From an optimization exercise on the open Yosys and OpenROAD flow, aimed at small area; shortcuts taken in it are not production practice. Only simulation tests tie the RTL to the original design; equivalence was not proved. Power is estimated from default activity; no workload was simulated.

==> flow/design.v (outline; a module is shown in full before it is edited, if it fits) <==
// module primitive_srlatch: 14 lines
// module primitive_dlatch: 10 lines
// module primitive_syncsrlatch: 19 lines
// module primitive_syncdlatch: 15 lines
// module primitive_counter: 33 lines
// module primitive_sr: 24 lines
// module primitive_sr_bram: 41 lines
// module IKAOPM_timinggen: 130 lines
// module IKAOPM_reg: 485 lines
// module reg_submdl_loreg_decoder: 16 lines
// module IKAOPM_noise: 68 lines
// module IKAOPM_lfo: 269 lines
// module IKAOPM_pg: 362 lines
// module pg_submdl_fnumrom: 9 lines
// module IKAOPM_eg: 374 lines
// module IKAOPM_op: 270 lines
// module op_submdl_logsinrom: 13 lines
// module op_submdl_exprom: 13 lines
// module IKAOPM_acc: 195 lines
// module IKAOPM_timer: 80 lines
// module IKAOPM: 303 lines
module IKAOPM #(parameter FULLY_SYNCHRONOUS = 1, parameter FAST_RESET = 0) (
    input   wire            i_EMUCLK,  
    input   wire            i_phiM_PCEN_n,  
    input   wire            i_IC_n,    
    output  wire            o_phi1,
    input   wire            i_CS_n,
    input   wire            i_RD_n,
    input   wire            i_WR_n,
    input   wire            i_A0,
    input   wire    [7:0]   i_D,
    output  wire    [7:0]   o_D,
    output  wire            o_D_OE,
    output  wire            o_CT2,  
    output  wire            o_CT1,  
    output  wire            o_IRQ_n,
    output  wire            o_SH1,
    output  wire            o_SH2,
    output  wire            o_SO,
    output  wire            o_EMU_R_SAMPLE, o_EMU_L_SAMPLE,
    output  wire signed     [15:0]  o_EMU_R_EX, o_EMU_L_EX,
    output  wire signed     [15:0]  o_EMU_R, o_EMU_L
);
  // ...
==> flow/run.sh <==
#!/bin/bash
# synth_recipe.tcl (not shown) runs the flow's synth.tcl, then flattens the netlist and writes it again
# the make line also repeats each setting of config.mk as NAME=value (left out here)
make -C /OpenROAD-flow-scripts/flow DESIGN_CONFIG=/design/flow/config.mk WORK_HOME=/design/flow/orfs CLKGATE_MAP_FILE= SYNTH_SCRIPT=/design/flow/synth_recipe.tcl finish
==> flow/config.mk <==
export PLATFORM = sky130hd
export DESIGN_NAME = IKAOPM
export DESIGN_NICKNAME = IKAOPM
export VERILOG_FILES = /design/flow/design.v
export SDC_FILE = /design/flow/constraint.sdc
export NUM_CORES = 4
export LEC_CHECK = 0
export CAP_MARGIN = 20
export CORE_MARGIN = 2
export CORE_UTILIZATION = 65
export CTS_BUF_LIST = sky130_fd_sc_hd__clkbuf_8
export CTS_CLUSTER_DIAMETER = 60
export CTS_CLUSTER_SIZE = 15
export PLACE_DENSITY = 0.75
export SLEW_MARGIN = 20
==> flow/constraint.sdc <==
create_clock -name core_clock -period 10.0 [get_ports {i_EMUCLK}]
set_input_delay 2.0000 -clock core_clock [delete_from_list [all_inputs] [get_ports {i_EMUCLK}]]
set_output_delay 2.0000 -clock core_clock [all_outputs]
set_load 0.01 [all_outputs]
==> reports/metrics.csv, run 1 <==
stage,metric,value,unit
critical_path,most frequent CP cell,sky130_fd_sc_hd__inv_1,
power_and_ir_drop,switching component of the power,6.29,mW
yosys,area share of the leading cell type in the synthesized netlist,0.791,
cells_and_area,area of all placed cells without fillers,169000,um^2
global_route,routing usage on met2,0.328,
sta,transition time at the pin with the least slew margin,1.10,ns
cells_and_area,post-layout util,0.695,
cts,H-tree depth,5,
critical_path,capture point of the worst reg-to-reg path,PG.cyc8r_pdelta_base[10]$_DFFE_PP_,
critical_path,origin of the worst setup path,PG.cyc7r_fnumrom_addr[1]$_DFFE_PP_,
cells_and_area,layout cells sized above 1,0.0700,
critical_path,critical path start-end classification,flop to flop,
power_and_ir_drop,combinational logic power,1.14,mW
yosys,gate count of the mapped netlist,9103,
yosys,syn_nets,9481,
sta,number of pins with negative max-slew slack in the final report,0,
placement,HPWL after detailed placement,166000,um
sta,Final min period,6.50,ns
run_status,status,no timing/DRC/antenna violations,
placement,worst slack after detailed placement,3.48,ns
critical_path,launch instance of the worst register-to-register path,PG.cyc7r_fnumrom_addr[1]$_DFFE_PP_,
yosys,share of flip-flops with an asynchronous set or reset,0.0132,
yosys,"top cells by count, synth","4,179 x sky130_fd_sc_hd__edfxtp_1, 681 x sky130_fd_sc_hd__nand2_1, 502 x sky130_fd_sc_hd__nor2_1",
placement,port buffer count,96,
global_route,sum of overflow across all layers after global routing,0,
critical_path,register-to-register setup slack,3.50,ns
cts,number of gates resized after cts,0,
==> module primitive_sr, before the edit <==
module primitive_sr #(parameter WIDTH = 1, parameter LENGTH = 32, parameter TAP = 32 ) (
    input   wire                    i_EMUCLK,
    input   wire                    i_CEN_n, 
    input   wire    [WIDTH-1:0]     i_D,
    output  wire    [WIDTH-1:0]     o_Q_TAP,
    output  wire    [WIDTH-1:0]     o_Q_LAST
);
reg     [WIDTH-1:0]     sr[0:LENGTH-1];
always @(posedge i_EMUCLK) begin
    if(!i_CEN_n) begin
        sr[0] <= i_D;
    end
end
genvar stage;
generate
for(stage = 0; stage < LENGTH-1; stage = stage + 1) begin : primitive_sr
    always @(posedge i_EMUCLK) if(!i_CEN_n) begin
        sr[stage + 1] <= sr[stage];
    end
end
endgenerate
assign  o_Q_LAST = sr[LENGTH-1];
assign  o_Q_TAP = (TAP == 0) ? i_D : sr[TAP-1];
endmodule
==> run 2: changes to the inputs <==
--- a/flow/design.v
+++ b/flow/design.v
@@ -89,11 +89,12 @@
 assign  o_CO = counter_full & i_CNT;
 assign  o_Q = counter;
 endmodule
-module primitive_sr #(parameter WIDTH = 1, parameter LENGTH = 32, parameter TAP = 32 ) (
+module primitive_sr #(parameter WIDTH = 1, parameter LENGTH = 32, parameter TAP = 32, parameter TAP2 = 32 ) (
     input   wire                    i_EMUCLK,
     input   wire                    i_CEN_n, 
     input   wire    [WIDTH-1:0]     i_D,
     output  wire    [WIDTH-1:0]     o_Q_TAP,
+    output  wire    [WIDTH-1:0]     o_Q_TAP2,
     output  wire    [WIDTH-1:0]     o_Q_LAST
 );
 reg     [WIDTH-1:0]     sr[0:LENGTH-1];
@@ -112,6 +113,7 @@
 endgenerate
 assign  o_Q_LAST = sr[LENGTH-1];
 assign  o_Q_TAP = (TAP == 0) ? i_D : sr[TAP-1];
+assign  o_Q_TAP2 = (TAP2 == 0) ? i_D : sr[TAP2-1];
 endmodule
 module primitive_sr_bram #(parameter WIDTH = 1, parameter LENGTH = 32, parameter TAP = 32 ) (
     input   wire                    i_EMUCLK,
@@ -323,7 +325,9 @@
     output  wire    [6:0]   o_KC, 
     output  wire    [5:0]   o_KF, 
     output  wire    [2:0]   o_PMS,
-    output  wire    [1:0]   o_DT2,
+    output  wire    [2:0]   o_PMS_T1,   
+    output  wire    [1:0]   o_DT2_T28,  
+    output  wire    [1:0]   o_DT2_T29,  
     output  wire    [2:0]   o_DT1,
     output  wire    [3:0]   o_MUL,
     output  wire            o_KON,
@@ -335,7 +339,8 @@
     output  wire    [3:0]   o_D1L,
     output  wire    [6:0]   o_TL,
     output  wire    [1:0]   o_AMS,
-    output  wire    [2:0]   o_ALG,
+    output  wire    [2:0]   o_ALG_T5,
+    output  wire    [2:0]   o_ALG_T6,
     output  wire    [2:0]   o_FL,
     output  wire    [1:0]   o_RL,
     input   wire            i_REG_LFO_CLK,
@@ -654,18 +659,30 @@
 wire    [2:0]   fl_in   = !mrst_n ? 3'd0  : reg20_27_en ? hireg_data[5:3] : fl_out;
 wire    [2:0]   alg_in  = !mrst_n ? 3'd0  : reg20_27_en ? hireg_data[2:0] : alg_out;
 wire    [1:0]   rl_in   = !mrst_n ? 2'b00 : reg20_27_en ? hireg_data[7:6] : rl_out;
-primitive_sr #(.WIDTH(3), .LENGTH(8), .TAP(0)) u_pms_reg 
-(.i_EMUCLK(i_EMUCLK), .i_CEN_n(phi1ncen_n), .i_D(pms_in), .o_Q_TAP(o_PMS), .o_Q_LAST(pms_out));
+primitive_sr #(.WIDTH(3), .LENGTH(8), .TAP(0), .TAP2(1)) u_pms_reg 
+(.i_EMUCLK(i_EMUCLK), .i_CEN_n(phi1ncen_n), .i_D(pms_in), .o_Q_TAP(o_PMS), .o_Q_TAP2(o_PMS_T1), .o_Q_LAST(pms_out));
 primitive_sr #(.WIDTH(2), .LENGTH(8), .TAP(8)) u_ams_reg 
 (.i_EMUCLK(i_EMUCLK), .i_CEN_n(phi1ncen_n), .i_D(ams_in), .o_Q_TAP(), .o_Q_LAST(ams_out));
 primitive_sr #(.WIDTH(6), .LENGTH(8), .TAP(1)) u_kf_reg 
 (.i_EMUCLK(i_EMUCLK), .i_CEN_n(phi1ncen_n), .i_D(kf_in), .o_Q_TAP(o_KF), .o_Q_LAST(kf_out));
 primitive_sr #(.WIDTH(7), .LENGTH(8), .TAP(1)) u_kc_reg 
 (.i_EMUCLK(i_EMUCLK), .i_CEN_n(phi1ncen_n), .i_D(kc_in), .o_Q_TAP(o_KC), .o_Q_LAST(kc_out));
-primitive_sr #(.WIDTH(3), .LENGTH(8), .TAP(7)) u_fl_reg 
+primitive_sr #(.WIDTH(3), .LENGTH(8), .TAP(6)) u_fl_reg 
 (.i_EMUCLK(i_EMUCLK), .i_CEN_n(phi1ncen_n), .i_D(fl_in), .o_Q_TAP(o_FL), .o_Q_LAST(fl_out));
-primitive_sr #(.WIDTH(3), .LENGTH(8), .TAP(4)) u_alg_reg 
-(.i_EMUCLK(i_EMUCLK), .i_CEN_n(phi1ncen_n), .i_D(alg_in), .o_Q_TAP(o_ALG), .o_Q_LAST(alg_out));
+reg     [2:0]   alg_sr[0:7];
+always @(posedge i_EMUCLK) if(!phi1ncen_n) begin
+    alg_sr[0] <= alg_in;
+    alg_sr[1] <= alg_sr[0];
+    alg_sr[2] <= alg_sr[1];
+    alg_sr[3] <= alg_sr[2];
+    alg_sr[4] <= alg_sr[3];
+    alg_sr[5] <= alg_sr[4];
+    alg_sr[6] <= alg_sr[5];
+    alg_sr[7] <= alg_sr[6];
+end
+assign  alg_out = alg_sr[7];
+assign  o_ALG_T5 = alg_sr[4];
+assign  o_ALG_T6 = alg_sr[5];
 primitive_sr #(.WIDTH(2), .LENGTH(8), .TAP(5)) u_rl_reg 
 (.i_EMUCLK(i_EMUCLK), .i_CEN_n(phi1ncen_n), .i_D(rl_in), .o_Q_TAP(o_RL), .o_Q_LAST(rl_out));
 wire    [1:0]   dt2_out;     
@@ -692,8 +709,8 @@
     wire            amen_in = !mrst_n ? 1'b0 : rega0_bf_en ? hireg_data[7]   : amen_out;
     wire    [1:0]   ks_in   = !mrst_n ? 2'd0 : reg80_9f_en ? hireg_data[7:6] : ks_out; 
     wire    [6:0]   tl_in   = !mrst_n ? 7'd0 : reg60_7f_en ? hireg_data[6:0] : tl_out; 
-    primitive_sr #(.WIDTH(2), .LENGTH(32), .TAP(27)) u_dt2_reg 
-    (.i_EMUCLK(i_EMUCLK), .i_CEN_n(phi1ncen_n), .i_D(dt2_in), .o_Q_TAP(o_DT2), .o_Q_LAST(dt2_out));
+    primitive_sr #(.WIDTH(2), .LENGTH(32), .TAP(28), .TAP2(29)) u_dt2_reg 
+    (.i_EMUCLK(i_EMUCLK), .i_CEN_n(phi1ncen_n), .i_D(dt2_in), .o_Q_TAP(o_DT2_T28), .o_Q_TAP2(o_DT2_T29), .o_Q_LAST(dt2_out));
     primitive_sr #(.WIDTH(3), .LENGTH(32), .TAP(32)) u_dt1_reg 
     (.i_EMUCLK(i_EMUCLK), .i_CEN_n(phi1ncen_n), .i_D(dt1_in), .o_Q_TAP(o_DT1), .o_Q_LAST(dt1_out));
     primitive_sr #(.WIDTH(4), .LENGTH(32), .TAP(32)) u_mul_reg 
@@ -729,8 +746,8 @@
     wire    [1:0]   ks_in   = !mrst_n ? 2'd0 : hireg_data[7:6];
     wire    [6:0]   tl_in   = !mrst_n ? 7'd0 : hireg_data[6:0];
     wire            d32reg_cntr_rst = i_CYCLE_31 | ~mrst_n;
-    primitive_sr #(.WIDTH(2), .LENGTH(32), .TAP(27)) u_dt2_reg 
-    (.i_EMUCLK(i_EMUCLK), .i_CEN_n(phi1ncen_n), .i_D(dt2_in), .o_Q_TAP(o_DT2), .o_Q_LAST(dt2_out));
+    primitive_sr #(.WIDTH(2), .LENGTH(32), .TAP(28), .TAP2(29)) u_dt2_reg 
+    (.i_EMUCLK(i_EMUCLK), .i_CEN_n(phi1ncen_n), .i_D(dt2_in), .o_Q_TAP(o_DT2_T28), .o_Q_TAP2(o_DT2_T29), .o_Q_LAST(dt2_out));
     primitive_sr_bram #(.WIDTH(3), .LENGTH(32), .TAP(32)) u_dt1_reg 
     (.i_EMUCLK(i_EMUCLK), .i_CEN_n(phi1ncen_n), .i_CNTRRST(d32reg_cntr_rst), .i_WR(reg40_5f_en), .i_D(dt1_in), .o_Q_TAP(o_DT1));
     primitive_sr_bram #(.WIDTH(4), .LENGTH(32), .TAP(32)) u_mul_reg 
@@ -1132,7 +1149,9 @@
     input   wire    [6:0]   i_KC,  
     input   wire    [5:0]   i_KF,  
     input   wire    [2:0]   i_PMS,  
-    input   wire    [1:0]   i_DT2,  
+    input   wire    [2:0]   i_PMS_T1,  
+    input   wire    [1:0]   i_DT2_T28,  
+    input   wire    [1:0]   i_DT2_T29,  
     input   wire    [2:0]   i_DT1,  
     input   wire    [3:0]   i_MUL,
     input   wire            i_TEST_D3,  
@@ -1149,11 +1168,10 @@
 wire            cyc0c_ex_lfp_weight2 = (i_PMS == 3'd7) ? ((i_LFP[6] & i_LFP[5]) | (i_LFP[5] & i_LFP[4])) : 
                                        (i_PMS == 3'd6) ? (i_LFP[6] & i_LFP[5]) : 1'b0;
 wire    [3:0]   cyc0c_ex_lfp_weightsum = cyc0c_ex_lfp_weight0 + cyc0c_ex_lfp_weight1 + cyc0c_ex_lfp_weight2;
-reg     [2:0]   cyc0r_pms_level;
+wire    [2:0]   cyc0r_pms_level = i_PMS_T1;  
 reg     [7:0]   cyc0r_ex_lfp;
 reg             cyc0r_ex_lfp_sign;
 always @(posedge i_EMUCLK) if(!phi1ncen_n) begin
-    cyc0r_pms_level <= i_PMS;
     if(i_PMS == 3'd7) cyc0r_ex_lfp <= {cyc0c_ex_lfp_weightsum,      i_LFP[3:0]};
     else              cyc0r_ex_lfp <= {cyc0c_ex_lfp_weightsum[2:0], i_LFP[4:0]};
     cyc0r_ex_lfp_sign <= (i_PMS > 3'd0) & i_LFP[7];
@@ -1174,74 +1192,79 @@
 wire    [6:0]   cyc1c_frac_adder      = i_KF      + (cyc1c_lfp_deviance[5:0]  ^ {6{cyc0r_ex_lfp_sign}}) + cyc0r_ex_lfp_sign; 
 wire    [7:0]   cyc1c_int_adder       = i_KC      + (cyc1c_lfp_deviance[12:6] ^ {7{cyc0r_ex_lfp_sign}}) + cyc1c_frac_adder[6];
 wire    [2:0]   cyc1c_notegroup_adder = i_KC[1:0] + (cyc1c_lfp_deviance[7:6]  ^ {2{cyc0r_ex_lfp_sign}}) + cyc1c_frac_adder[6];
-reg     [12:0]  cyc1r_modded_pitchval;  
-reg             cyc1r_modded_pitchval_ovfl;
-reg             cyc1r_notegroup_nopitchmod;  
-reg             cyc1r_notegroup_ovfl;  
-reg             cyc1r_lfp_sign;
-always @(posedge i_EMUCLK) if(!phi1ncen_n) begin
-    cyc1r_modded_pitchval      <= {cyc1c_int_adder[6:0], cyc1c_frac_adder[5:0]};
-    cyc1r_modded_pitchval_ovfl <= cyc1c_int_adder[7];
-    cyc1r_notegroup_nopitchmod <= (cyc1c_lfp_deviance[7:6] ^ {2{cyc0r_ex_lfp_sign}}) == 2'b00;
-    cyc1r_notegroup_ovfl <= cyc1c_notegroup_adder[2];
-    cyc1r_lfp_sign <= cyc0r_ex_lfp_sign; 
+reg     [12:0]  cyc1q_modded_pitchval;  
+reg             cyc1q_modded_pitchval_ovfl;
+reg             cyc1q_notegroup_nopitchmod;  
+reg             cyc1q_notegroup_ovfl;  
+reg             cyc1q_lfp_sign;
+always @(*) begin
+    cyc1q_modded_pitchval      = {cyc1c_int_adder[6:0], cyc1c_frac_adder[5:0]};
+    cyc1q_modded_pitchval_ovfl = cyc1c_int_adder[7];
+    cyc1q_notegroup_nopitchmod = (cyc1c_lfp_deviance[7:6] ^ {2{cyc0r_ex_lfp_sign}}) == 2'b00;
+    cyc1q_notegroup_ovfl = cyc1c_notegroup_adder[2];
+    cyc1q_lfp_sign = cyc0r_ex_lfp_sign; 
 end
 reg     [7:0]   cyc2c_int_adder;
 always @(*) begin
-    case({(cyc1r_modded_pitchval[7:6] == 2'd3), cyc1r_notegroup_nopitchmod, cyc1r_notegroup_ovfl, cyc1r_lfp_sign})
-        4'b0_0_0_0: cyc2c_int_adder = cyc1r_modded_pitchval[12:6]        ; 
-        4'b0_0_0_1: cyc2c_int_adder = cyc1r_modded_pitchval[12:6] + 7'h7F; 
-        4'b0_0_1_0: cyc2c_int_adder = cyc1r_modded_pitchval[12:6] + 7'h01; 
-        4'b0_0_1_1: cyc2c_int_adder = cyc1r_modded_pitchval[12:6]        ; 
-        4'b0_1_0_0: cyc2c_int_adder = cyc1r_modded_pitchval[12:6]        ; 
-        4'b0_1_0_1: cyc2c_int_adder = cyc1r_modded_pitchval[12:6]        ; 
-        4'b0_1_1_0: cyc2c_int_adder = cyc1r_modded_pitchval[12:6] + 7'h01; 
-        4'b0_1_1_1: cyc2c_int_adder = cyc1r_modded_pitchval[12:6]        ; 
-        4'b1_0_0_0: cyc2c_int_adder = cyc1r_modded_pitchval[12:6] + 7'h01; 
-        4'b1_0_0_1: cyc2c_int_adder = cyc1r_modded_pitchval[12:6] + 7'h7F; 
-        4'b1_0_1_0: cyc2c_int_adder = cyc1r_modded_pitchval[12:6] + 7'h01; 
-        4'b1_0_1_1: cyc2c_int_adder = cyc1r_modded_pitchval[12:6]        ; 
-        4'b1_1_0_0: cyc2c_int_adder = cyc1r_modded_pitchval[12:6] + 7'h01; 
-        4'b1_1_0_1: cyc2c_int_adder = cyc1r_modded_pitchval[12:6]        ; 
-        4'b1_1_1_0: cyc2c_int_adder = cyc1r_modded_pitchval[12:6] + 7'h01; 
-        4'b1_1_1_1: cyc2c_int_adder = cyc1r_modded_pitchval[12:6]        ; 
+    case({(cyc1q_modded_pitchval[7:6] == 2'd3), cyc1q_notegroup_nopitchmod, cyc1q_notegroup_ovfl, cyc1q_lfp_sign})
+        4'b0_0_0_0: cyc2c_int_adder = cyc1q_modded_pitchval[12:6]        ; 
+        4'b0_0_0_1: cyc2c_int_adder = cyc1q_modded_pitchval[12:6] + 7'h7F; 
+        4'b0_0_1_0: cyc2c_int_adder = cyc1q_modded_pitchval[12:6] + 7'h01; 
+        4'b0_0_1_1: cyc2c_int_adder = cyc1q_modded_pitchval[12:6]        ; 
+        4'b0_1_0_0: cyc2c_int_adder = cyc1q_modded_pitchval[12:6]        ; 
+        4'b0_1_0_1: cyc2c_int_adder = cyc1q_modded_pitchval[12:6]        ; 
+        4'b0_1_1_0: cyc2c_int_adder = cyc1q_modded_pitchval[12:6] + 7'h01; 
+        4'b0_1_1_1: cyc2c_int_adder = cyc1q_modded_pitchval[12:6]        ; 
+        4'b1_0_0_0: cyc2c_int_adder = cyc1q_modded_pitchval[12:6] + 7'h01; 
+        4'b1_0_0_1: cyc2c_int_adder = cyc1q_modded_pitchval[12:6] + 7'h7F; 
+        4'b1_0_1_0: cyc2c_int_adder = cyc1q_modded_pitchval[12:6] + 7'h01; 
+        4'b1_0_1_1: cyc2c_int_adder = cyc1q_modded_pitchval[12:6]        ; 
+        4'b1_1_0_0: cyc2c_int_adder = cyc1q_modded_pitchval[12:6] + 7'h01; 
+        4'b1_1_0_1: cyc2c_int_adder = cyc1q_modded_pitchval[12:6]        ; 
+        4'b1_1_1_0: cyc2c_int_adder = cyc1q_modded_pitchval[12:6] + 7'h01; 
+        4'b1_1_1_1: cyc2c_int_adder = cyc1q_modded_pitchval[12:6]        ; 
     endcase
 end
-reg     [12:0]  cyc2r_rearranged_pitchval;
-reg             cyc2r_rearranged_pitchval_ovfl;
-reg             cyc2r_modded_pitchval_ovfl;
-reg             cyc2r_int_sub1;
-reg             cyc2r_lfp_sign;
-always @(posedge i_EMUCLK) if(!phi1ncen_n) begin
-    cyc2r_rearranged_pitchval <= {cyc2c_int_adder[6:0], cyc1r_modded_pitchval[5:0]};
-    cyc2r_rearranged_pitchval_ovfl <= cyc2c_int_adder[7];
-    cyc2r_int_sub1 <= ~(cyc1r_notegroup_nopitchmod | cyc1r_notegroup_ovfl | ~cyc1r_lfp_sign);
-    cyc2r_modded_pitchval_ovfl <= cyc1r_modded_pitchval_ovfl;
-    cyc2r_lfp_sign <= cyc1r_lfp_sign;
+reg     [12:0]  cyc2q_rearranged_pitchval;
+reg             cyc2q_rearranged_pitchval_ovfl;
+reg             cyc2q_modded_pitchval_ovfl;
+reg             cyc2q_int_sub1;
+reg             cyc2q_lfp_sign;
+always @(*) begin
+    cyc2q_rearranged_pitchval = {cyc2c_int_adder[6:0], cyc1q_modded_pitchval[5:0]};
+    cyc2q_rearranged_pitchval_ovfl = cyc2c_int_adder[7];
+    cyc2q_int_sub1 = ~(cyc1q_notegroup_nopitchmod | cyc1q_notegroup_ovfl | ~cyc1q_lfp_sign);
+    cyc2q_modded_pitchval_ovfl = cyc1q_modded_pitchval_ovfl;
+    cyc2q_lfp_sign = cyc1q_lfp_sign;
+end
+reg     [12:0]  cyc1r_saturated_pitchval;  
+wire    [1:0]   cyc3r_dt2 = i_DT2_T28;  
+always @(posedge i_EMUCLK) if(!phi1ncen_n) begin
+    casez({cyc2q_lfp_sign, cyc2q_modded_pitchval_ovfl, cyc2q_int_sub1, cyc2q_rearranged_pitchval_ovfl})
+        4'b0000: cyc1r_saturated_pitchval <= cyc2q_rearranged_pitchval;
+        4'b00?1: cyc1r_saturated_pitchval <= 13'b111_1110_111111;  
+        4'b01?0: cyc1r_saturated_pitchval <= 13'b111_1110_111111;
+        4'b01?1: cyc1r_saturated_pitchval <= 13'b111_1110_111111;
+        4'b0010: cyc1r_saturated_pitchval <= 13'b000_0000_000000;  
+        4'b1000: cyc1r_saturated_pitchval <= 13'b000_0000_000000;  
+        4'b1001: cyc1r_saturated_pitchval <= 13'b000_0000_000000;
+        4'b1010: cyc1r_saturated_pitchval <= 13'b000_0000_000000;
+        4'b1011: cyc1r_saturated_pitchval <= 13'b000_0000_000000;
+        4'b1100: cyc1r_saturated_pitchval <= cyc2q_rearranged_pitchval;
+        4'b1101: cyc1r_saturated_pitchval <= cyc2q_rearranged_pitchval;
+        4'b1110: cyc1r_saturated_pitchval <= 13'b000_0000_000000;
+        4'b1111: cyc1r_saturated_pitchval <= cyc2q_rearranged_pitchval;
+    endcase
 end
+reg     [12:0]  cyc2r_saturated_pitchval;
 reg     [12:0]  cyc3r_saturated_pitchval;
-reg     [1:0]   cyc3r_dt2;  
 always @(posedge i_EMUCLK) if(!phi1ncen_n) begin
-    casez({cyc2r_lfp_sign, cyc2r_modded_pitchval_ovfl, cyc2r_int_sub1, cyc2r_rearranged_pitchval_ovfl})
-        4'b0000: cyc3r_saturated_pitchval <= cyc2r_rearranged_pitchval;
-        4'b00?1: cyc3r_saturated_pitchval <= 13'b111_1110_111111;  
-        4'b01?0: cyc3r_saturated_pitchval <= 13'b111_1110_111111;
-        4'b01?1: cyc3r_saturated_pitchval <= 13'b111_1110_111111;
-        4'b0010: cyc3r_saturated_pitchval <= 13'b000_0000_000000;  
-        4'b1000: cyc3r_saturated_pitchval <= 13'b000_0000_000000;  
-        4'b1001: cyc3r_saturated_pitchval <= 13'b000_0000_000000;
-        4'b1010: cyc3r_saturated_pitchval <= 13'b000_0000_000000;
-        4'b1011: cyc3r_saturated_pitchval <= 13'b000_0000_000000;
-        4'b1100: cyc3r_saturated_pitchval <= cyc2r_rearranged_pitchval;
-        4'b1101: cyc3r_saturated_pitchval <= cyc2r_rearranged_pitchval;
-        4'b1110: cyc3r_saturated_pitchval <= 13'b000_0000_000000;
-        4'b1111: cyc3r_saturated_pitchval <= cyc2r_rearranged_pitchval;
-    endcase
-    cyc3r_dt2 <= i_DT2;
+    cyc2r_saturated_pitchval <= cyc1r_saturated_pitchval;
+    cyc3r_saturated_pitchval <= cyc2r_saturated_pitchval;
 end
 reg     [6:0]   cyc4r_frac_detuned_pitchval;  
 reg     [6:0]   cyc4r_int_pitchval;
-reg     [1:0]   cyc4r_dt2;
+wire    [1:0]   cyc4r_dt2 = i_DT2_T29;
 always @(posedge i_EMUCLK) if(!phi1ncen_n) begin
     case(cyc3r_dt2)
         2'd0: cyc4r_frac_detuned_pitchval <= cyc3r_saturated_pitchval[5:0] + 6'd0  + 1'd0;
@@ -1250,7 +1273,6 @@
         2'd3: cyc4r_frac_detuned_pitchval <= cyc3r_saturated_pitchval[5:0] + 6'd32 + 1'd0;  
     endcase
     cyc4r_int_pitchval <= cyc3r_saturated_pitchval[12:6];
-    cyc4r_dt2 <= cyc3r_dt2;
 end
 reg     [5:0]   cyc5r_frac_detuned_pitchval;  
 reg     [7:0]   cyc5r_int_detuned_pitchval;  
@@ -1369,28 +1391,32 @@
 end
 wire    [19:0]  cyc40r_phase_sr_out;  
 reg     [19:0]  cyc9r_previous_phase;
-reg     [16:0]  cyc9r_shifted_pdelta;
-reg     [16:0]  cyc9r_pdelta_detuning_value;
-reg     [3:0]   cyc9r_mul;
-always @(posedge i_EMUCLK) if(!phi1ncen_n) begin
+reg     [16:0]  cyc9c_shifted_pdelta;
+reg     [16:0]  cyc9c_pdelta_detuning_value;
+always @(*) begin
     case(cyc8r_pdelta_shift_amount[4:2])
-        3'd0: cyc9r_shifted_pdelta <= {7'b0000000, cyc8r_pdelta_base[11:2]};  
-        3'd1: cyc9r_shifted_pdelta <= {6'b000000, cyc8r_pdelta_base[11:1] };  
-        3'd2: cyc9r_shifted_pdelta <= {5'b00000, cyc8r_pdelta_base        };  
-        3'd3: cyc9r_shifted_pdelta <= {4'b0000, cyc8r_pdelta_base, 1'b0   };  
-        3'd4: cyc9r_shifted_pdelta <= {3'b000, cyc8r_pdelta_base, 2'b00   };  
-        3'd5: cyc9r_shifted_pdelta <= {2'b00, cyc8r_pdelta_base, 3'b000   };  
-        3'd6: cyc9r_shifted_pdelta <= {1'b0, cyc8r_pdelta_base, 4'b0000   };  
-        3'd7: cyc9r_shifted_pdelta <= {     cyc8r_pdelta_base, 5'b00000   };  
+        3'd0: cyc9c_shifted_pdelta = {7'b0000000, cyc8r_pdelta_base[11:2]};  
+        3'd1: cyc9c_shifted_pdelta = {6'b000000, cyc8r_pdelta_base[11:1] };  
+        3'd2: cyc9c_shifted_pdelta = {5'b00000, cyc8r_pdelta_base        };  
+        3'd3: cyc9c_shifted_pdelta = {4'b0000, cyc8r_pdelta_base, 1'b0   };  
+        3'd4: cyc9c_shifted_pdelta = {3'b000, cyc8r_pdelta_base, 2'b00   };  
+        3'd5: cyc9c_shifted_pdelta = {2'b00, cyc8r_pdelta_base, 3'b000   };  
+        3'd6: cyc9c_shifted_pdelta = {1'b0, cyc8r_pdelta_base, 4'b0000   };  
+        3'd7: cyc9c_shifted_pdelta = {     cyc8r_pdelta_base, 5'b00000   };  
     endcase
     case(cyc9c_dt1_intensity[4:1])
-        4'b0101: cyc9r_pdelta_detuning_value <= (cyc8r_dt1[2] == 1'b0) ? {16'd0, cyc9c_dt1_base[4]}   : ~{16'd0, cyc9c_dt1_base[4]}   + 1'd1;  
-        4'b0110: cyc9r_pdelta_detuning_value <= (cyc8r_dt1[2] == 1'b0) ? {15'd0, cyc9c_dt1_base[4:3]} : ~{15'd0, cyc9c_dt1_base[4:3]} + 1'd1;  
-        4'b0111: cyc9r_pdelta_detuning_value <= (cyc8r_dt1[2] == 1'b0) ? {14'd0, cyc9c_dt1_base[4:2]} : ~{14'd0, cyc9c_dt1_base[4:2]} + 1'd1;  
-        4'b1000: cyc9r_pdelta_detuning_value <= (cyc8r_dt1[2] == 1'b0) ? {13'd0, cyc9c_dt1_base[4:1]} : ~{13'd0, cyc9c_dt1_base[4:1]} + 1'd1;  
-        4'b1001: cyc9r_pdelta_detuning_value <= (cyc8r_dt1[2] == 1'b0) ? {12'd0, cyc9c_dt1_base}      : ~{12'd0, cyc9c_dt1_base}      + 1'd1;  
-        default: cyc9r_pdelta_detuning_value <= 17'd0;                                                                                     
+        4'b0101: cyc9c_pdelta_detuning_value = (cyc8r_dt1[2] == 1'b0) ? {16'd0, cyc9c_dt1_base[4]}   : ~{16'd0, cyc9c_dt1_base[4]}   + 1'd1;  
+        4'b0110: cyc9c_pdelta_detuning_value = (cyc8r_dt1[2] == 1'b0) ? {15'd0, cyc9c_dt1_base[4:3]} : ~{15'd0, cyc9c_dt1_base[4:3]} + 1'd1;  
+        4'b0111: cyc9c_pdelta_detuning_value = (cyc8r_dt1[2] == 1'b0) ? {14'd0, cyc9c_dt1_base[4:2]} : ~{14'd0, cyc9c_dt1_base[4:2]} + 1'd1;  
+        4'b1000: cyc9c_pdelta_detuning_value = (cyc8r_dt1[2] == 1'b0) ? {13'd0, cyc9c_dt1_base[4:1]} : ~{13'd0, cyc9c_dt1_base[4:1]} + 1'd1;  
+        4'b1001: cyc9c_pdelta_detuning_value = (cyc8r_dt1[2] == 1'b0) ? {12'd0, cyc9c_dt1_base}      : ~{12'd0, cyc9c_dt1_base}      + 1'd1;  
+        default: cyc9c_pdelta_detuning_value = 17'd0;                                                                                     
     endcase
+end
+reg     [16:0]  cyc9r_detuned_pdelta;  
+reg     [3:0]   cyc9r_mul;
+always @(posedge i_EMUCLK) if(!phi1ncen_n) begin
+    cyc9r_detuned_pdelta <= cyc9c_shifted_pdelta + cyc9c_pdelta_detuning_value;
     cyc9r_mul <= cyc8r_mul;
     cyc9r_previous_phase <= mrst_n ? cyc40r_phase_sr_out : 20'd0;  
 end
@@ -1399,7 +1425,7 @@
 reg     [3:0]   cyc10r_mul;
 reg             cyc10r_phase_rst;
 always @(posedge i_EMUCLK) if(!phi1ncen_n) begin
-    cyc10r_detuned_pdelta <= cyc9r_shifted_pdelta + cyc9r_pdelta_detuning_value;
+    cyc10r_detuned_pdelta <= cyc9r_detuned_pdelta;
     cyc10r_mul <= cyc9r_mul;
     cyc10r_previous_phase <= cyc9r_previous_phase;
     cyc10r_phase_rst <= i_PG_PHASE_RST;
@@ -1793,67 +1819,62 @@
 always @(posedge i_EMUCLK) if(!phi1ncen_n) begin
     cyc10r_attenlevel_previous <= cyc9r_attenlevel_previous;
 end
-reg     [9:0]   cyc11r_attenlevel_previous_gated;  
-reg     [9:0]   cyc11r_attenlevel_weighted_delta;
-always @(posedge i_EMUCLK) if(!phi1ncen_n) begin
-    if(cyc10r_fix_prevatten_max | ~mrst_n) cyc11r_attenlevel_previous_gated <= 10'd1023;
+reg     [9:0]   cyc11c_attenlevel_previous_gated;  
+reg     [9:0]   cyc11c_attenlevel_weighted_delta;
+always @(*) begin
+    if(cyc10r_fix_prevatten_max | ~mrst_n) cyc11c_attenlevel_previous_gated = 10'd1023;
     else begin
-        if(cyc10r_enable_prevatten) cyc11r_attenlevel_previous_gated <= cyc10r_attenlevel_previous;
-        else                        cyc11r_attenlevel_previous_gated <= 10'd0;
+        if(cyc10r_enable_prevatten) cyc11c_attenlevel_previous_gated = cyc10r_attenlevel_previous;
+        else                        cyc11c_attenlevel_previous_gated = 10'd0;
     end
     case({cyc10r_atten_dec, cyc10r_atten_inc})
-        2'b00: cyc11r_attenlevel_weighted_delta <= 10'd0;
-        2'b01: cyc11r_attenlevel_weighted_delta <= {6'b000000, cyc10r_envdeltaweight};
+        2'b00: cyc11c_attenlevel_weighted_delta = 10'd0;
+        2'b01: cyc11c_attenlevel_weighted_delta = {6'b000000, cyc10r_envdeltaweight};
         2'b10: begin
             case(cyc10r_envdeltaweight)
-                4'b0001: cyc11r_attenlevel_weighted_delta <= {4'b1111, ~cyc10r_attenlevel_previous[9:5], ~cyc10r_attenlevel_previous[3]};
-                4'b0010: cyc11r_attenlevel_weighted_delta <= {3'b111, ~cyc10r_attenlevel_previous[9:5], ~cyc10r_attenlevel_previous[3], ~cyc10r_attenlevel_previous[1]};
-                4'b0100: cyc11r_attenlevel_weighted_delta <= {2'b11, ~cyc10r_attenlevel_previous[9:5], ~cyc10r_attenlevel_previous[3], {2{~cyc10r_attenlevel_previous[2]}}};
-                4'b1000: cyc11r_attenlevel_weighted_delta <= {1'b1, ~cyc10r_attenlevel_previous[9:5], {4{~cyc10r_attenlevel_previous[4]}}};
-                default: cyc11r_attenlevel_weighted_delta <= 10'd0;
+                4'b0001: cyc11c_attenlevel_weighted_delta = {4'b1111, ~cyc10r_attenlevel_previous[9:5], ~cyc10r_attenlevel_previous[3]};
+                4'b0010: cyc11c_attenlevel_weighted_delta = {3'b111, ~cyc10r_attenlevel_previous[9:5], ~cyc10r_attenlevel_previous[3], ~cyc10r_attenlevel_previous[1]};
+                4'b0100: cyc11c_attenlevel_weighted_delta = {2'b11, ~cyc10r_attenlevel_previous[9:5], ~cyc10r_attenlevel_previous[3], {2{~cyc10r_attenlevel_previous[2]}}};
+                4'b1000: cyc11c_attenlevel_weighted_delta = {1'b1, ~cyc10r_attenlevel_previous[9:5], {4{~cyc10r_attenlevel_previous[4]}}};
+                default: cyc11c_attenlevel_weighted_delta = 10'd0;
             endcase
         end
-        2'b11: cyc11r_attenlevel_weighted_delta <= 10'd1023;
+        2'b11: cyc11c_attenlevel_weighted_delta = 10'd1023;
     endcase
 end
-reg     [9:0]   cyc12r_attenlevel_current;
+reg     [9:0]   cyc11r_attenlevel_current;
 always @(posedge i_EMUCLK) if(!phi1ncen_n) begin
-    cyc12r_attenlevel_current <= cyc11r_attenlevel_previous_gated + cyc11r_attenlevel_weighted_delta;  
+    cyc11r_attenlevel_current <= cyc11c_attenlevel_previous_gated + cyc11c_attenlevel_weighted_delta;  
 end
-primitive_sr #(.WIDTH(10), .LENGTH(28), .TAP(28)) u_cyc13r_cyc40r_attenlevel_sr
-(.i_EMUCLK(i_EMUCLK), .i_CEN_n(phi1ncen_n), .i_D(cyc12r_attenlevel_current), .o_Q_TAP(), .o_Q_LAST(cyc40r_attenlevel_previous));
-reg     [9:0]   cyc40r_lfa_shifted;
-reg             cyc40r_force_no_atten;
-reg     [6:0]   cyc40r_tl;
+reg     [9:0]   cyc12r_attenlevel_current;
 always @(posedge i_EMUCLK) if(!phi1ncen_n) begin
+    cyc12r_attenlevel_current <= cyc11r_attenlevel_current;
+end
+wire    [9:0]   cyc39r_attenlevel_previous;  
+primitive_sr #(.WIDTH(10), .LENGTH(28), .TAP(27)) u_cyc13r_cyc40r_attenlevel_sr
+(.i_EMUCLK(i_EMUCLK), .i_CEN_n(phi1ncen_n), .i_D(cyc12r_attenlevel_current), .o_Q_TAP(cyc39r_attenlevel_previous), .o_Q_LAST(cyc40r_attenlevel_previous));
+reg     [9:0]   cyc40c_lfa_shifted;
+always @(*) begin
     case(i_AMS)
-        2'd0: cyc40r_lfa_shifted <= {10'd0};
-        2'd1: cyc40r_lfa_shifted <= {2'b00, i_LFA};
-        2'd2: cyc40r_lfa_shifted <= {1'b0, i_LFA, 1'b0};
-        2'd3: cyc40r_lfa_shifted <= {i_LFA, 2'b00};
+        2'd0: cyc40c_lfa_shifted = {10'd0};
+        2'd1: cyc40c_lfa_shifted = {2'b00, i_LFA};
+        2'd2: cyc40c_lfa_shifted = {1'b0, i_LFA, 1'b0};
+        2'd3: cyc40c_lfa_shifted = {i_LFA, 2'b00};
     endcase
-    cyc40r_force_no_atten <= i_TEST_D5;
-    cyc40r_tl <= i_TL;
-end
-wire    [10:0]  cyc41c_attenlevel_mod_adder = cyc40r_attenlevel_previous + cyc40r_lfa_shifted;
-reg     [9:0]   cyc41r_attenlevel_mod;
-reg             cyc41r_force_no_atten;
-reg     [6:0]   cyc41r_tl;
-always @(posedge i_EMUCLK) if(!phi1ncen_n) begin
-    cyc41r_attenlevel_mod <= cyc41c_attenlevel_mod_adder[10] ? 10'd1023 : cyc41c_attenlevel_mod_adder[9:0];  
-    cyc41r_force_no_atten <= cyc40r_force_no_atten;
-    cyc41r_tl <= cyc40r_tl;
-end
-wire    [10:0]  cyc42c_attenlevel_tl_adder = cyc41r_attenlevel_mod + {cyc41r_tl, 3'b000};  
-reg     [9:0]   cyc42r_attenlevel_tl;
-reg             cyc42r_force_no_atten;
-always @(posedge i_EMUCLK) if(!phi1ncen_n) begin
-    cyc42r_attenlevel_tl <= cyc42c_attenlevel_tl_adder[10] ? 10'd1023 : cyc42c_attenlevel_tl_adder[9:0];  
-    cyc42r_force_no_atten <= cyc41r_force_no_atten;
 end
+wire    [10:0]  cyc40c_attenlevel_mod_adder = cyc39r_attenlevel_previous + cyc40c_lfa_shifted;
+wire    [9:0]   cyc40c_attenlevel_mod = cyc40c_attenlevel_mod_adder[10] ? 10'd1023 : cyc40c_attenlevel_mod_adder[9:0];  
+wire    [10:0]  cyc40c_attenlevel_tl_adder = cyc40c_attenlevel_mod + {i_TL, 3'b000};  
+wire    [9:0]   cyc40c_attenlevel_tl = cyc40c_attenlevel_tl_adder[10] ? 10'd1023 : cyc40c_attenlevel_tl_adder[9:0];  
+reg     [9:0]   cyc40r_attenlevel_final;
+reg     [9:0]   cyc41r_attenlevel_final;
+reg     [9:0]   cyc42r_attenlevel_final;
 reg     [9:0]   cyc43r_attenlevel_final;
 always @(posedge i_EMUCLK) if(!phi1ncen_n) begin
-    cyc43r_attenlevel_final <= cyc42r_force_no_atten ? 10'd0 : cyc42r_attenlevel_tl;  
+    cyc40r_attenlevel_final <= i_TEST_D5 ? 10'd0 : cyc40c_attenlevel_tl;  
+    cyc41r_attenlevel_final <= cyc40r_attenlevel_final;
+    cyc42r_attenlevel_final <= cyc41r_attenlevel_final;
+    cyc43r_attenlevel_final <= cyc42r_attenlevel_final;
 end
 assign  o_OP_ATTENLEVEL = cyc43r_attenlevel_final;
 reg     [9:0]   noise_attenlevel;
@@ -1875,8 +1896,9 @@
     input   wire            i_CYCLE_03,
     input   wire            i_CYCLE_12,
     input   wire            i_CYCLE_04_12_20_28,
-    input   wire    [2:0]   i_ALG,
-    input   wire    [2:0]   i_FL,
+    input   wire    [2:0]   i_ALG_T5,  
+    input   wire    [2:0]   i_ALG_T6,  
+    input   wire    [2:0]   i_FL_T6,  
     input   wire            i_TEST_D4,  
     input   wire    [9:0]   i_OP_PHASEDATA,
     input   wire    [9:0]   i_OP_ATTENLEVEL,
@@ -2026,11 +2048,10 @@
     cyc51r_level_signed <= cyc50r_level_signed;
 end
 reg     [1:0]   cyc52r_algst;
-reg     [2:0]   cyc52r_algtype;
+wire    [2:0]   cyc52r_algtype = i_ALG_T5;  
 reg     [13:0]  cyc52r_level_signed;
 always @(posedge i_EMUCLK) if(!phi1ncen_n) begin
     cyc52r_algst <= algst_cntr;  
-    cyc52r_algtype <= i_ALG;  
     cyc52r_level_signed <= cyc51r_level_signed;
 end
 assign  o_ACC_OPDATA = cyc52r_level_signed;  
@@ -2045,11 +2066,10 @@
     endcase
 end
 reg     [1:0]   cyc53r_algst;
-reg     [2:0]   cyc53r_algtype;
+wire    [2:0]   cyc53r_algtype = i_ALG_T6;
 reg     [13:0]  cyc53r_OP_current;
 always @(posedge i_EMUCLK) if(!phi1ncen_n) begin
     cyc53r_algst <= cyc52r_algst;
-    cyc53r_algtype <= cyc52r_algtype;
     cyc53r_OP_current <= cyc52r_level_signed;
 end
 wire            cyc53r_M1_z_ld = cyc53r_algst == 2'd0;
@@ -2074,67 +2094,65 @@
 wire    [13:0]  M1_z  = cyc53r_M1_z_reg_out;
 wire    [13:0]  M1_zz = cyc53r_M1_zz_reg_out;
 wire    [13:0]  C1_z  = cyc53r_C1_z_reg_out;
-reg     [13:0]  cyc54r_op_addend0, cyc54r_op_addend1;
-reg             cyc54r_self_fdbk_en;
-always @(posedge i_EMUCLK) if(!phi1ncen_n) begin
+reg     [13:0]  cyc53c_op_addend0, cyc53c_op_addend1;
+always @(*) begin
     case({cyc53r_algtype, cyc53r_algst})
-        5'b000_10: begin cyc54r_op_addend0 <= M1_z ; cyc54r_op_addend1 <= M1_zz; end  
-        5'b000_11: begin cyc54r_op_addend0 <= 14'd0; cyc54r_op_addend1 <= C1_z ; end  
-        5'b000_00: begin cyc54r_op_addend0 <= M1   ; cyc54r_op_addend1 <= 14'd0; end  
-        5'b000_01: begin cyc54r_op_addend0 <= M2   ; cyc54r_op_addend1 <= 14'd0; end  
-        5'b001_10: begin cyc54r_op_addend0 <= M1_z ; cyc54r_op_addend1 <= M1_zz; end  
-        5'b001_11: begin cyc54r_op_addend0 <= M1_z ; cyc54r_op_addend1 <= C1_z ; end  
-        5'b001_00: begin cyc54r_op_addend0 <= 14'd0; cyc54r_op_addend1 <= 14'd0; end  
-        5'b001_01: begin cyc54r_op_addend0 <= M2   ; cyc54r_op_addend1 <= 14'd0; end  
-        5'b010_10: begin cyc54r_op_addend0 <= M1_z ; cyc54r_op_addend1 <= M1_zz; end  
-        5'b010_11: begin cyc54r_op_addend0 <= 14'd0; cyc54r_op_addend1 <= C1_z ; end  
-        5'b010_00: begin cyc54r_op_addend0 <= 14'd0; cyc54r_op_addend1 <= 14'd0; end  
-        5'b010_01: begin cyc54r_op_addend0 <= M1_z ; cyc54r_op_addend1 <= M2   ; end  
-        5'b011_10: begin cyc54r_op_addend0 <= M1_z ; cyc54r_op_addend1 <= M1_zz; end  
-        5'b011_11: begin cyc54r_op_addend0 <= 14'd0; cyc54r_op_addend1 <= 14'd0; end  
-        5'b011_00: begin cyc54r_op_addend0 <= M1   ; cyc54r_op_addend1 <= 14'd0; end  
-        5'b011_01: begin cyc54r_op_addend0 <= M2   ; cyc54r_op_addend1 <= C1_z ; end  
-        5'b100_10: begin cyc54r_op_addend0 <= M1_z ; cyc54r_op_addend1 <= M1_zz; end  
-        5'b100_11: begin cyc54r_op_addend0 <= 14'd0; cyc54r_op_addend1 <= 14'd0; end  
-        5'b100_00: begin cyc54r_op_addend0 <= M1   ; cyc54r_op_addend1 <= 14'd0; end  
-        5'b100_01: begin cyc54r_op_addend0 <= M2   ; cyc54r_op_addend1 <= 14'd0; end  
-        5'b101_10: begin cyc54r_op_addend0 <= M1_z ; cyc54r_op_addend1 <= M1_zz; end  
-        5'b101_11: begin cyc54r_op_addend0 <= M1_z ; cyc54r_op_addend1 <= 14'd0; end  
-        5'b101_00: begin cyc54r_op_addend0 <= M1   ; cyc54r_op_addend1 <= 14'd0; end  
-        5'b101_01: begin cyc54r_op_addend0 <= M1_z ; cyc54r_op_addend1 <= 14'd0; end  
-        5'b110_10: begin cyc54r_op_addend0 <= M1_z ; cyc54r_op_addend1 <= M1_zz; end  
-        5'b110_11: begin cyc54r_op_addend0 <= 14'd0; cyc54r_op_addend1 <= 14'd0; end  
-        5'b110_00: begin cyc54r_op_addend0 <= M1   ; cyc54r_op_addend1 <= 14'd0; end  
-        5'b110_01: begin cyc54r_op_addend0 <= 14'd0; cyc54r_op_addend1 <= 14'd0; end  
-        5'b111_10: begin cyc54r_op_addend0 <= M1_z ; cyc54r_op_addend1 <= M1_zz; end  
-        5'b111_11: begin cyc54r_op_addend0 <= 14'd0; cyc54r_op_addend1 <= 14'd0; end  
-        5'b111_00: begin cyc54r_op_addend0 <= 14'd0; cyc54r_op_addend1 <= 14'd0; end  
-        5'b111_01: begin cyc54r_op_addend0 <= 14'd0; cyc54r_op_addend1 <= 14'd0; end  
+        5'b000_10: begin cyc53c_op_addend0 = M1_z ; cyc53c_op_addend1 = M1_zz; end  
+        5'b000_11: begin cyc53c_op_addend0 = 14'd0; cyc53c_op_addend1 = C1_z ; end  
+        5'b000_00: begin cyc53c_op_addend0 = M1   ; cyc53c_op_addend1 = 14'd0; end  
+        5'b000_01: begin cyc53c_op_addend0 = M2   ; cyc53c_op_addend1 = 14'd0; end  
+        5'b001_10: begin cyc53c_op_addend0 = M1_z ; cyc53c_op_addend1 = M1_zz; end  
+        5'b001_11: begin cyc53c_op_addend0 = M1_z ; cyc53c_op_addend1 = C1_z ; end  
+        5'b001_00: begin cyc53c_op_addend0 = 14'd0; cyc53c_op_addend1 = 14'd0; end  
+        5'b001_01: begin cyc53c_op_addend0 = M2   ; cyc53c_op_addend1 = 14'd0; end  
+        5'b010_10: begin cyc53c_op_addend0 = M1_z ; cyc53c_op_addend1 = M1_zz; end  
+        5'b010_11: begin cyc53c_op_addend0 = 14'd0; cyc53c_op_addend1 = C1_z ; end  
+        5'b010_00: begin cyc53c_op_addend0 = 14'd0; cyc53c_op_addend1 = 14'd0; end  
+        5'b010_01: begin cyc53c_op_addend0 = M1_z ; cyc53c_op_addend1 = M2   ; end  
+        5'b011_10: begin cyc53c_op_addend0 = M1_z ; cyc53c_op_addend1 = M1_zz; end  
+        5'b011_11: begin cyc53c_op_addend0 = 14'd0; cyc53c_op_addend1 = 14'd0; end  
+        5'b011_00: begin cyc53c_op_addend0 = M1   ; cyc53c_op_addend1 = 14'd0; end  
+        5'b011_01: begin cyc53c_op_addend0 = M2   ; cyc53c_op_addend1 = C1_z ; end  
+        5'b100_10: begin cyc53c_op_addend0 = M1_z ; cyc53c_op_addend1 = M1_zz; end  
+        5'b100_11: begin cyc53c_op_addend0 = 14'd0; cyc53c_op_addend1 = 14'd0; end  
+        5'b100_00: begin cyc53c_op_addend0 = M1   ; cyc53c_op_addend1 = 14'd0; end  
+        5'b100_01: begin cyc53c_op_addend0 = M2   ; cyc53c_op_addend1 = 14'd0; end  
+        5'b101_10: begin cyc53c_op_addend0 = M1_z ; cyc53c_op_addend1 = M1_zz; end  
+        5'b101_11: begin cyc53c_op_addend0 = M1_z ; cyc53c_op_addend1 = 14'd0; end  
+        5'b101_00: begin cyc53c_op_addend0 = M1   ; cyc53c_op_addend1 = 14'd0; end  
+        5'b101_01: begin cyc53c_op_addend0 = M1_z ; cyc53c_op_addend1 = 14'd0; end  
+        5'b110_10: begin cyc53c_op_addend0 = M1_z ; cyc53c_op_addend1 = M1_zz; end  
+        5'b110_11: begin cyc53c_op_addend0 = 14'd0; cyc53c_op_addend1 = 14'd0; end  
+        5'b110_00: begin cyc53c_op_addend0 = M1   ; cyc53c_op_addend1 = 14'd0; end  
+        5'b110_01: begin cyc53c_op_addend0 = 14'd0; cyc53c_op_addend1 = 14'd0; end  
+        5'b111_10: begin cyc53c_op_addend0 = M1_z ; cyc53c_op_addend1 = M1_zz; end  
+        5'b111_11: begin cyc53c_op_addend0 = 14'd0; cyc53c_op_addend1 = 14'd0; end  
+        5'b111_00: begin cyc53c_op_addend0 = 14'd0; cyc53c_op_addend1 = 14'd0; end  
+        5'b111_01: begin cyc53c_op_addend0 = 14'd0; cyc53c_op_addend1 = 14'd0; end  
     endcase
-    cyc54r_self_fdbk_en <= cyc53r_self_fdbk_en;
 end
-reg             cyc55r_self_fdbk_en;
-reg     [2:0]   cyc55r_fl;
-reg     [14:0]  cyc55r_op_sum;
-always @(posedge i_EMUCLK) if(!phi1ncen_n) begin
-    cyc55r_self_fdbk_en <= cyc54r_self_fdbk_en;
-    cyc55r_fl <= cyc54r_self_fdbk_en ? i_FL : 3'd0;
-    cyc55r_op_sum <= {cyc54r_op_addend0[13], cyc54r_op_addend0} + {cyc54r_op_addend1[13], cyc54r_op_addend1};  
-end
-always @(posedge i_EMUCLK) if(!phi1ncen_n) begin
-    if(cyc55r_self_fdbk_en) begin
-        case(cyc55r_fl)
-            3'd0: cyc56r_phasemod_value <= 10'd0;
-            3'd1: cyc56r_phasemod_value <= {{4{cyc55r_op_sum[14]}}, cyc55r_op_sum[14:9]};
-            3'd2: cyc56r_phasemod_value <= {{3{cyc55r_op_sum[14]}}, cyc55r_op_sum[14:8]};
-            3'd3: cyc56r_phasemod_value <= {{2{cyc55r_op_sum[14]}}, cyc55r_op_sum[14:7]};
-            3'd4: cyc56r_phasemod_value <= {{1{cyc55r_op_sum[14]}}, cyc55r_op_sum[14:6]};
-            3'd5: cyc56r_phasemod_value <= cyc55r_op_sum[14:5];
-            3'd6: cyc56r_phasemod_value <= cyc55r_op_sum[13:4];
-            3'd7: cyc56r_phasemod_value <= cyc55r_op_sum[12:3];
+wire    [14:0]  cyc53c_op_sum = {cyc53c_op_addend0[13], cyc53c_op_addend0} + {cyc53c_op_addend1[13], cyc53c_op_addend1};  
+reg     [9:0]   cyc53c_phasemod_value;
+always @(*) begin
+    if(cyc53r_self_fdbk_en) begin
+        case(i_FL_T6)
+            3'd0: cyc53c_phasemod_value = 10'd0;
+            3'd1: cyc53c_phasemod_value = {{4{cyc53c_op_sum[14]}}, cyc53c_op_sum[14:9]};
+            3'd2: cyc53c_phasemod_value = {{3{cyc53c_op_sum[14]}}, cyc53c_op_sum[14:8]};
+            3'd3: cyc53c_phasemod_value = {{2{cyc53c_op_sum[14]}}, cyc53c_op_sum[14:7]};
+            3'd4: cyc53c_phasemod_value = {{1{cyc53c_op_sum[14]}}, cyc53c_op_sum[14:6]};
+            3'd5: cyc53c_phasemod_value = cyc53c_op_sum[14:5];
+            3'd6: cyc53c_phasemod_value = cyc53c_op_sum[13:4];
+            3'd7: cyc53c_phasemod_value = cyc53c_op_sum[12:3];
         endcase
     end
-    else cyc56r_phasemod_value <= cyc55r_op_sum[10:1];
+    else cyc53c_phasemod_value = cyc53c_op_sum[10:1];
+end
+reg     [9:0]   cyc54r_phasemod_value, cyc55r_phasemod_value;
+always @(posedge i_EMUCLK) if(!phi1ncen_n) begin
+    cyc54r_phasemod_value <= cyc53c_phasemod_value;
+    cyc55r_phasemod_value <= cyc54r_phasemod_value;
+    cyc56r_phasemod_value <= cyc55r_phasemod_value;
 end
 endmodule
 module op_submdl_logsinrom (
@@ -2479,8 +2497,8 @@
 wire    [7:0]   lfa, lfp;
 wire    [6:0]   kc;
 wire    [5:0]   kf;
-wire    [2:0]   pms;
-wire    [1:0]   dt2;
+wire    [2:0]   pms, pms_t1;
+wire    [1:0]   dt2_t28, dt2_t29;
 wire    [2:0]   dt1;
 wire    [3:0]   mul;
 wire    [4:0]   pdelta_shamt;
@@ -2495,7 +2513,7 @@
 wire    [6:0]   tl;
 wire    [1:0]   ams;
 wire    [9:0]   op_attenlevel, op_phasedata;
-wire    [2:0]   alg, fl;
+wire    [2:0]   alg_t5, alg_t6, fl_t6;
 wire            ne;
 wire    [1:0]   rl;
 wire            acc_snd_add;
@@ -2578,7 +2596,9 @@
     .o_KC                       (kc                         ),
     .o_KF                       (kf                         ),
     .o_PMS                      (pms                        ),
-    .o_DT2                      (dt2                        ),
+    .o_PMS_T1                   (pms_t1                     ),
+    .o_DT2_T28                  (dt2_t28                    ),
+    .o_DT2_T29                  (dt2_t29                    ),
     .o_DT1                      (dt1                        ),
     .o_MUL                      (mul                        ),
     .o_KON                      (kon                        ),
@@ -2590,8 +2610,9 @@
     .o_D1L                      (d1l                        ),
     .o_TL                       (tl                         ),
     .o_AMS                      (ams                        ),
-    .o_ALG                      (alg                        ),
-    .o_FL                       (fl                         ),
+    .o_ALG_T5                   (alg_t5                     ),
+    .o_ALG_T6                   (alg_t6                     ),
+    .o_FL                       (fl_t6                      ),
     .o_RL                       (rl                         ),
     .i_REG_LFO_CLK              (reg_lfo_clk                ),
     .i_REG_PHASE_CH6_C2         (reg_phase_ch6_c2           ),
@@ -2643,7 +2664,9 @@
     .i_KC                       (kc                         ),
     .i_KF                       (kf                         ),
     .i_PMS                      (pms                        ),
-    .i_DT2                      (dt2                        ),
+    .i_PMS_T1                   (pms_t1                     ),
+    .i_DT2_T28                  (dt2_t28                    ),
+    .i_DT2_T29                  (dt2_t29                    ),
     .i_DT1                      (dt1                        ),
     .i_MUL                      (mul                        ),
     .i_TEST_D3                  (test[3]                    ),
@@ -2688,8 +2711,9 @@
     .i_CYCLE_03                 (cycle_03                   ),
     .i_CYCLE_12                 (cycle_12                   ),
     .i_CYCLE_04_12_20_28        (cycle_04_12_20_28          ),
-    .i_ALG                      (alg                        ),
-    .i_FL                       (fl                         ),
+    .i_ALG_T5                   (alg_t5                     ),
+    .i_ALG_T6                   (alg_t6                     ),
+    .i_FL_T6                    (fl_t6                      ),
     .i_TEST_D4                  (test[4]                    ),
     .i_OP_PHASEDATA             (op_phasedata               ),
     .i_OP_ATTENLEVEL            (op_attenlevel              ),
--- a/flow/config.mk
+++ b/flow/config.mk
@@ -7,9 +7,9 @@
 export LEC_CHECK = 0
 export CAP_MARGIN = 20
 export CORE_MARGIN = 2
-export CORE_UTILIZATION = 65
+export CORE_UTILIZATION = 72
 export CTS_BUF_LIST = sky130_fd_sc_hd__clkbuf_8
 export CTS_CLUSTER_DIAMETER = 60
 export CTS_CLUSTER_SIZE = 15
-export PLACE_DENSITY = 0.75
+export PLACE_DENSITY = 0.82
 export SLEW_MARGIN = 20
==> run 2 against run 1 <==
Net effect:
- sequential power about the same
- synthesized area is 1.3% lower
- die area down 11%
- via count grew 1.2%
- sequential share of layout area about the same
- clock skew shrank 0.022 ns
- register-to-register slack got worse by 0.43 ns
- flip-flop and latch count fell by 68
- critical path type unchanged
- critical endpoint is now PG.cyc1r_saturated_pitchval[2]$_DFFE_PP_
- largest power group unchanged
==> reports/metrics.csv, run 2 <==
stage,metric,value,unit,change
route,total via count in the routed design,74900,,"was 74,000"
critical_path,number of buffers and inverters on the critical path,2,,was 5
yosys,synthesis-stage register bit count,4242,,"was 4,310"
critical_path,type of element launching the critical path,flop,,unchanged
route,count of TritonRoute iterations in the first routing pass,9,,was 8
placement,port buffer count,96,,unchanged
critical_path,critical path peak fanout,20,,was 12
critical_path,origin of the worst setup path,REG.u_pms_reg.sr[0][0]$_DFFE_PP_,,was PG.cyc7r_fnumrom_addr[1]$_DFFE_PP_
global_route,maximum number of pins on one net before global-route repair,224,,was 255
critical_path,launch instance of the worst register-to-register path,REG.u_pms_reg.sr[0][0]$_DFFE_PP_,,was PG.cyc7r_fnumrom_addr[1]$_DFFE_PP_
sta,maximum clock frequency,144,MHz,was 154 MHz
route,drt via density,6.12,,was 5.85
run_status,status,no timing/DRC/antenna violations,,unchanged
placement,Final GP Congestion,0.854,,was 0.868
floorplanning,starting density of the core,0.723,,was 0.653
critical_path,capture point of the worst reg-to-reg path,PG.cyc1r_saturated_pitchval[2]$_DFFE_PP_,,was PG.cyc8r_pdelta_base[10]$_DFFE_PP_
critical_path,cell type group with the largest total delay on the critical path,compound AO/OA/AOI/OAI gates,,was adder cells
yosys,area share of the leading cell type in the synthesized netlist,0.788,,was 0.791
hold_path,class of the worst hold path,flop to flop,,unchanged
critical_path,WP depth,27,,unchanged
cts,count of buffers added by post-CTS timing repair for setup,0,,unchanged
cells_and_area,final layout net count,9620,,"was 9,693"
cells_and_area,layout cells sized above 1,0.0689,,was 0.0700
critical_path,arrival time at the worst endpoint,7.69,ns,was 7.33 ns
critical_path,Setup crit end kind,flop,,unchanged
route,final wirelength,282000,um,"was 269,000 um"
critical_path,"Req. time, crit path",10.76,ns,was 10.83 ns
route,WL/cell,23.0,um,was 21.3 um
cells_and_area,most flop-heavy register,PG.phasesr_mode_sr.u_cyc19r_cyc40r_phase_sr.sr,,unchanged
critical_path,slowest library cell on the worst path,sky130_fd_sc_hd__edfxtp_1,,unchanged
cts,Post-CTS Hold Buffers,0,,unchanged
route,1st-iter DRT viols,8294,,"was 7,085"
cts,root buffer selected by CTS,sky130_fd_sc_hd__clkbuf_8,,unchanged
cts,H-tree depth,5,,unchanged
yosys,number of synthesized flops with an enable pin,4111,,"was 4,179"
sta,post-route fraction of the period consumed by the critical path,0.693,,was 0.650
sta,setup repair after global routing missed its margin,false,,unchanged
floorplanning,die area,221000,um^2,"was 248,000 um^2"
critical_path,most frequent CP cell,sky130_fd_sc_hd__a21oi_1,,was sky130_fd_sc_hd__inv_1
critical_path,register-to-register setup slack,3.07,ns,was 3.50 ns
global_route,antenna violations before repair,8,,was 4
job,count of max-cap constraint violations,0,,unchanged
cts,maximum buffer depth of the clock tree,4,,unchanged
floorplanning,standard cell core area,217000,um^2,"was 243,000 um^2"
cells_and_area,biggest regs,"PG.phasesr_mode_sr.u_cyc19r_cyc40r_phase_sr.sr (440), EG.u_cyc13r_cyc40r_attenlevel_sr.sr (280), REG.d32reg_mode_sr.u_tl_reg.sr (224)",,unchanged
critical_path,depth of the worst register-to-register path,27,,unchanged
cts,"Clk pin slew, worst setup/hold paths",0.11,ns,was 0.08 ns
critical_path,Worst path max stage delay,0.81,ns,was 0.62 ns
floorplanning,floorplan die width,471,um,was 498 um
cells_and_area,most used cells in the layout excluding fill and tap cells,"4,111 x sky130_fd_sc_hd__edfxtp_1, 693 x sky130_fd_sc_hd__nand2_1, 482 x sky130_fd_sc_hd__nor2_1",,"was 4,179 x sky130_fd_sc_hd__edfxtp_1, 681 x sky130_fd_sc_hd__nand2_1, 499 x sky130_fd_sc_hd__nor2_1"
yosys,syn_area_per_cell,17.3,um^2,was 17.4 um^2
yosys,count of distinct cell types in the synthesized netlist,95,,was 102
cts,TritonCTS buffer count,339,,was 346
cells_and_area,area growth from synthesis to layout,6.04,%,was 6.35%
floorplanning,die extent in y,471,um,was 498 um
yosys,share of flip-flops with an asynchronous set or reset,0.0134,,was 0.0132
yosys,total number of yosys warnings,67,,was 68
sta,Clock Skews,0.0916,ns,was 0.114 ns
yosys,mapped cell area,157000,um^2,"was 159,000 um^2"
yosys,syn_nets,9426,,"was 9,481"
cells_and_area,filler cell count,11300,,"was 15,000"
yosys,Synth area leader,sky130_fd_sc_hd__edfxtp_1,,unchanged
sta,number of hold violations in the final report,0,,unchanged
placement,HPWL after detailed placement,175000,um,"was 166,000 um"
cts,later-pin clock latency in the skew report,1.11,ns,was 1.16 ns
yosys,gate count of the mapped netlist,9049,,"was 9,103"
yosys,most used flip-flop cell after synthesis,sky130_fd_sc_hd__edfxtp_1,,unchanged
critical_path,critical path start-end classification,flop to flop,,unchanged
cts,number of gates resized after cts,0,,unchanged
critical_path,destination of the critical timing path,PG.cyc1r_saturated_pitchval[2]$_DFFE_PP_,,was PG.cyc8r_pdelta_base[10]$_DFFE_PP_
sta,total of endpoints with negative setup slack in the final report,0,,unchanged
cts,TritonCTS clock tree,built,,unchanged
sta,transition time at the pin with the least slew margin,1.15,ns,was 1.10 ns
sta,sum of negative setup slack,0,ns,unchanged
global_route,total routing resource utilization after global routing,0.253,,was 0.215
global_route,number of global-route vias before repair,73000,,"was 71,700"
route,number of design rule violations left after detail routing,0,,unchanged
sta,number of pins with negative max-slew slack in the final report,0,,unchanged
power_and_ir_drop,leakage power,56.6,nW,was 57.4 nW
yosys,cell with the most instances after synthesis,sky130_fd_sc_hd__edfxtp_1,,unchanged
power_and_ir_drop,"sum of internal, switching and leakage power",29.9,mW,was 30.3 mW
yosys,dominant cells by area after synthesis,"sky130_fd_sc_hd__edfxtp_1 79%, sky130_fd_sc_hd__ha_1 2.4%, sky130_fd_sc_hd__nand2_1 1.7%",,"was sky130_fd_sc_hd__edfxtp_1 79%, sky130_fd_sc_hd__ha_1 2.4%, sky130_fd_sc_hd__nand2_1 1.6%"
global_route,wire length of the first global-routing pass,428000,um,"was 413,000 um"
sta,worst slew margin relative to its limit,0.235,,was 0.267
route,count of nets left with antenna violations after detail routing,0,,unchanged
cells_and_area,"most common cell after layout, fill and taps aside",sky130_fd_sc_hd__edfxtp_1,,unchanged
floorplanning,IO Pins,97,,unchanged
cts,total clock sinks,4242,,"was 4,310"
sta,Final min period,6.93,ns,was 6.50 ns
power_and_ir_drop,worst voltage drop across the vdd grid,158,uV,was 138 uV
yosys,sequential-to-total area share from yosys stat,0.806,,was 0.809
global_route,sum of overflow across all layers after global routing,0,,unchanged
floorplanning,FP Rows,171,,was 181
cells_and_area,number of flip-flops in the largest register,440,,unchanged
power_and_ir_drop,pwr/cell area,180,nW/um^2,about the same
yosys,"top cells by count, synth","4,111 x sky130_fd_sc_hd__edfxtp_1, 693 x sky130_fd_sc_hd__nand2_1, 484 x sky130_fd_sc_hd__nor2_1",,"was 4,179 x sky130_fd_sc_hd__edfxtp_1, 681 x sky130_fd_sc_hd__nand2_1, 502 x sky130_fd_sc_hd__nor2_1"
run 2: cell types whose count changed in the layout (fill, tap and decap cells not counted), moves of 12 or more:
cell,change
sky130_fd_sc_hd__nor2_1,-17
sky130_fd_sc_hd__nor3_1,+19
sky130_fd_sc_hd__a221oi_1,-12
sky130_fd_sc_hd__buf_4,+15
sky130_fd_sc_hd__nand2_1,+12
sky130_fd_sc_hd__edfxtp_1,-68
sky130_fd_sc_hd__inv_1,-20
run 2: per-stage QoR:
step | worst slack (ns) | hold WS (ns) | instance area, um^2 | instances | utilization
6_report | 3.07 | 0.300 | 166000 | 12200 | 0.767
5_1_grt | 2.50 | 0.316 | 166000 | 12200 | 0.767
4_1_cts | 2.78 | 0.292 | 166000 | 12200 | 0.767
3_5_place_dp | 2.80 | 0.318 | 161000 | 11800 | 0.742
3_3_place_gp | 2.84 | 0.312 | 161000 | 11800 | 0.742
2_1_floorplan | -2.26 | 0.310 | 157000 | 9049 | -
run 2: logic make-up (layout without fill, tap and decap cells):
logic type,Yosys count,in the layout,synth area share
multiplexers,236,236,0.0167
AND/OR/NAND/NOR,2027,2027,0.0612
adder cells (fa/ha/maj),362,362,0.0319
flip-flops,4242,4242,0.806
other,0,8,0
XOR/XNOR,277,277,0.0155
buffers and inverters,574,901,0.0144
AO/OA/AOI/OAI,1331,1331,0.0542
run 2: report_power, final:
group	switching, mW	internal, mW
Clock	5.20	3.20
Combinational	0.805	0.430
Sequential	0.311	20.0
run 2: worst min-delay path by stage:
stage | cells past startpoint | end | start
detailed placement | 0 | ACC.r_sample_det[1]$_DFF_P_ | ACC.r_sample_det[0]$_SDFF_PN0_
finish | 0 | REG.FULLY_SYNCHRONOUS_1_busctrl.din_syncchain[1][1]$_DFF_P_ | REG.FULLY_SYNCHRONOUS_1_busctrl.din_syncchain[0][1]$_DFF_P_
global placement | 0 | ACC.l_sample_det[1]$_DFF_P_ | ACC.l_sample_det[0]$_SDFF_PN0_
global route | 0 | REG.FULLY_SYNCHRONOUS_1_busctrl.din_syncchain[1][1]$_DFF_P_ | REG.FULLY_SYNCHRONOUS_1_busctrl.din_syncchain[0][1]$_DFF_P_
CTS | 0 | REG.FULLY_SYNCHRONOUS_1_busctrl.din_syncchain[1][1]$_DFF_P_ | REG.FULLY_SYNCHRONOUS_1_busctrl.din_syncchain[0][1]$_DFF_P_
floorplan | 0 | ACC.l_sample_det[1]$_DFF_P_ | ACC.l_sample_det[0]$_SDFF_PN0_
run 2: layout make-up:
type,count,area (um^2),share of cell area
inverter,251,976,0.00587
clock buffer,343,4720,0.0284
multi-input combinational,4233,28200,0.169
tap,2854,3570,0.0215
sequential,4242,126000,0.760
antenna,8,20.0,0.000120
clock inverter,131,641,0.00385
timing repair buffer,176,1750,0.0105
run 2: layer usage:
layer  track usage  wire length [um]  vias to the layer above
met5             0                13                        -
met4        0.0792              9030                        2
met3        0.0330             16900                      555
met2         0.403            136000                     2787
met1         0.373            119000                    37200
li1              -                 -                    34300

Check on run 2: ideal ports give 3.067 ns setup slack; a clkbuf_16 on the clock port and buf_2 on the inputs give 3.067 ns; moving port delays by the midpoint clock arrival (1.139 ns) as well gives 3.067 ns.
